Source: an optimization exercise on an open RTL-to-GDS flow (aim: small area). Production flows keep margins and buffers that such runs may drop.
Function was checked by simulation only, so behaviour that the tests miss may differ from the original.
Power figures rest on the tool's default switching activity, not on a simulated workload.

== the previous run ==
Design set_time, start of the top module:
module set_time (clk, rst, button_mid, button_r, button_l, button_up, button_down,  mode,
set_string, count, year_d, month_d, week, day_d, hour_d, min_d, sec_d);
input clk;
input rst;
input button_mid;
input button_l;
input button_r;
input button_down;
input button_up;
input [3:0]mode;
output [83:0] set_string;
output reg [4:0] count;
output [14:0] year_d;
output [3:0] month_d;
output reg [3:0] week;
output [4:0] day_d;
output [5:0] hour_d;
output [5:0] min_d;
output [5:0] sec_d;
localparam HOLD = 10;
function [8:0] add8;    
    input [7:0] x, y;
    input ci;
    integer i;
    reg c;
    begin
        c = ci;
        for (i = 0; i < 8; i = i + 1) begin
            add8[i] = x[i] ^ y[i] ^ c;
            c = (x[i] & y[i]) | (x[i] & c) | (y[i] & c);
        end
        add8[8] = c;
    end
endfunction
function [15:0] add15;   
    input [14:0] x, y;
    integer i;
    reg c;
    begin
        c = 1'b0;
        for (i = 0; i < 15; i = i + 1) begin
            add15[i] = x[i] ^ y[i] ^ c;
            c = (x[i] & y[i]) | (x[i] & c) | (y[i] & c);
        end
        add15[15] = c;
    end
endfunction
function [3:0] inc4;
    input [3:0] x;
  ...
For scale: ~860 cells after synthesis, ~0.0079 sq mm of cells after synthesis.
Settings: LEC_CHECK=0, CAP_MARGIN=20, CORE_MARGIN=2, CORE_UTILIZATION=55, CTS_BUF_LIST=sky130_fd_sc_hd__clkbuf_8, PLACE_DENSITY=0.6, SLEW_MARGIN=20; clock period 40.0 ns.
standard.sh (not shown) runs the stock make flow with config.mk's settings and CLKGATE_MAP_FILE= SYNTH_SCRIPT=/design/flow/synth_recipe.tcl, a recipe that flattens the netlist after the stock synthesis.
==> flow/flow/run.sh <==
#!/bin/bash
# Own layout flow:
#  1. the standard synthesis;
#  2. its combinational logic re-mapped for area with ABC (registers, tie cells
#     and adder cells untouched, see resynth.tcl; four random seeds, the
#     smallest result kept);
#  3. full adders whose pins are mostly inverted flipped (faflip.py; a full
#     adder is self-dual), checked equivalent with Yosys, and steps 2-3 once more;
#  4. the standard layout from floorplan to finish, with buf_1 port buffers.
# Each tool's output goes to a log file of its own in this folder.
set -euo pipefail
R=orfs/results/${FLOW_PLATFORM}/set_time/base
YOSYS=${FLOW_HOME}/../tools/install/yosys/bin/yosys
export RS_LIB=${FLOW_HOME}/platforms/${FLOW_PLATFORM}/lib/sky130_fd_sc_hd__tt_025C_1v80.lib
export RS_TOP=${FLOW_TOP}

# resynth IN TAG: prints the smallest of four re-mapped netlists (or IN)
resynth() {
  local in=$1 tag=$2 best=$1 bestarea=1e30 s a
  for s in 1 2 3 4; do
    sed "s/@SEED@/$s/" flow/abc_area.script > abc_${tag}_$s.script
    ( RS_IN=$in RS_OUT=${tag}_$s.v RS_ABC=abc_${tag}_$s.script \
        "$YOSYS" -c flow/resynth.tcl > log_${tag}_$s.txt 2>&1 || true ) &
  done
  wait
  for s in 1 2 3 4; do
    if [[ -s ${tag}_$s.v && -s ${tag}_$s.v.stat ]]; then
      a=$(awk '/Chip area/ {print $NF}' ${tag}_$s.v.stat)
      if awk -v a="$a" -v b="$bestarea" 'BEGIN {exit !(a < b)}'; then best=${tag}_$s.v; bestarea=$a; fi
    fi
  done
  echo "$tag: $best $bestarea" >> log_choices.txt
  echo "$best"
}

# flip IN OUT: OUT is IN with full adders flipped if that is proven equivalent, else IN
flip() {
  if python3 flow/faflip.py "$1" "$2.try" > "log_$2.txt" 2>&1 &&
     RS_GOLD=$1 RS_GATE=$2.try "$YOSYS" -c flow/equiv.tcl > "log_$2_equiv.txt" 2>&1; then
    cp "$2.try" "$2"
  else
    cp "$1" "$2"
  fi
  echo "flip: $2 from $(cmp -s "$1" "$2" && echo unchanged || echo flipped)" >> log_choices.txt
}

bash standard.sh synth > log_1_standard_synth.txt 2>&1
cp "$R/1_2_yosys.v" std_1_2_yosys.v
b1=$(resynth std_1_2_yosys.v rs1)
flip "$b1" flip1.v
b2=$(resynth flip1.v rs2)
flip "$b2" flip2.v
# the netlist laid out: flip2.v if it is proven equivalent to the standard synthesis
if RS_GOLD=std_1_2_yosys.v RS_GATE=flip2.v "$YOSYS" -c flow/equiv.tcl > log_final_equiv.txt 2>&1; then
  cp flip2.v "$R/1_2_yosys.v"
else
  echo "final: standard synthesis (flip2.v not proven equivalent)" >> log_choices.txt
fi
rm -f "$R/1_synth.odb" "$R/1_synth.sdc"
bash standard.sh BUFFER_PORTS_ARGS="-buffer_cell sky130_fd_sc_hd__buf_1" finish > log_3_standard_layout.txt 2>&1
Other scripts of this flow, unchanged in this note and not shown: flow/flow/abc_area.script, flow/flow/equiv.tcl, flow/flow/faflip.py, flow/flow/resynth.tcl
Modified inputs, the current run compared to the previous run
- PLACE_DENSITY now 0.75, was 0.6
- CORE_UTILIZATION now 70, was 55
Results
Note that the detail-routed via count per cell recorded for the previous run amounts to 0.947 times the value seen in the current run. As far as ratio of final minimum period to clock period is concerned, the previous run and the current run perform about the same. met3 track demand over resource was higher in the run labelled the current run. Count of clock-buffer cells in the layout (higher): the previous run. The previous run has a higher area growth from synthesis to layout than the current run. Met1 wire length (the current run vs. the previous run) decreases by a little under 10%. Diff the previous run -> the current run | finished layout cell area | down slightly.


set_time, a different RTL version from the one above (not shown whole).
For scale: about 890 cells after synthesis, about 150 I/O pins, roughly 7900 um^2 of cells after synthesis.
// set_time
module set_time (clk, rst, button_mid, button_r, button_l, button_up, button_down,  mode,
set_string, count, year_d, month_d, week, day_d, hour_d, min_d, sec_d);
==> flow/config.mk <==
export PLATFORM = sky130hd
export DESIGN_NAME = set_time
export DESIGN_NICKNAME = set_time
export VERILOG_FILES = /design/flow/design.v
export SDC_FILE = /design/flow/constraint.sdc
export NUM_CORES = 4
export LEC_CHECK = 0
export CAP_MARGIN = 20
export CORE_MARGIN = 2
export CORE_UTILIZATION = 40
export CTS_BUF_LIST = sky130_fd_sc_hd__clkbuf_8
export PLACE_DENSITY = 0.6
export SLEW_MARGIN = 20
==> flow/constraint.sdc <==
create_clock -name core_clock -period 40.0 [get_ports {clk}]
set_input_delay 8.0000 -clock core_clock [delete_from_list [all_inputs] [get_ports {clk}]]
set_output_delay 8.0000 -clock core_clock [all_outputs]
set_load 0.01 [all_outputs]
Scripts as last shown in full above: flow/flow/run.sh
Other scripts of this flow, unchanged in this note and not shown: flow/flow/abc_area.script, flow/flow/equiv.tcl, flow/flow/faflip.py, flow/flow/resynth.tcl
The starting point completed with no timing, DRC or antenna violations.
Then changed:
CORE_UTILIZATION = 55   (was 40)
Outcome:
- sequential share of layout area rose by 0.12 points
- register-to-register slack got worse by 0.27 ns
- utilization rose by 15 points
- area after synthesis rose by 0.92%
- wire length fell by about 1%
- global-route usage rose by 6.4 points
- combinational power rose by about 70%
- die area fell by 26%
- sequential cell count is unchanged
- first-iteration DRC count fell by about 12%
- cell count fell by about 6%

==> afterwards: timing with drivers on the ports <==
How much do the figures lean on ideal ports? The routed layouts below were timed once more, with nothing changed but the port constraints.
Step 1 (the two cells are an assumption about what drives the block):
set clk [get_ports {clk}]
set_driving_cell -lib_cell sky130_fd_sc_hd__clkbuf_16 $clk
set_driving_cell -lib_cell sky130_fd_sc_hd__buf_2 [delete_from_list [all_inputs] $clk]
Step 2 times the ports against the registers' clock, not the clock port: input delays grow and output delays shrink by t, the midpoint of the rising clock arrivals with the driver on.
Three values: no drivers, after step 1, after step 2; two values: the first two.
run | shift t [ns] | setup WS [ns] | worst hold slack (ns) | worst setup path at the end
the previous run | 0.421 | 24.902 / 24.867 / 25.288 | 0.489 / 0.489 / 0.489 | register to output
the current run | 0.418 | 24.912 / 24.878 / 25.297 | 0.482 / 0.482 / 0.482 | register to output
the first run of note 2 | 0.424 | 25.053 / 25.016 / 25.440 | 0.504 / 0.504 / 0.504 | register to output
the second run of note 2 | 0.418 | 24.985 / 24.948 / 25.366 | 0.510 / 0.510 / 0.510 | register to output
After both steps setup and hold are still met in every run listed.
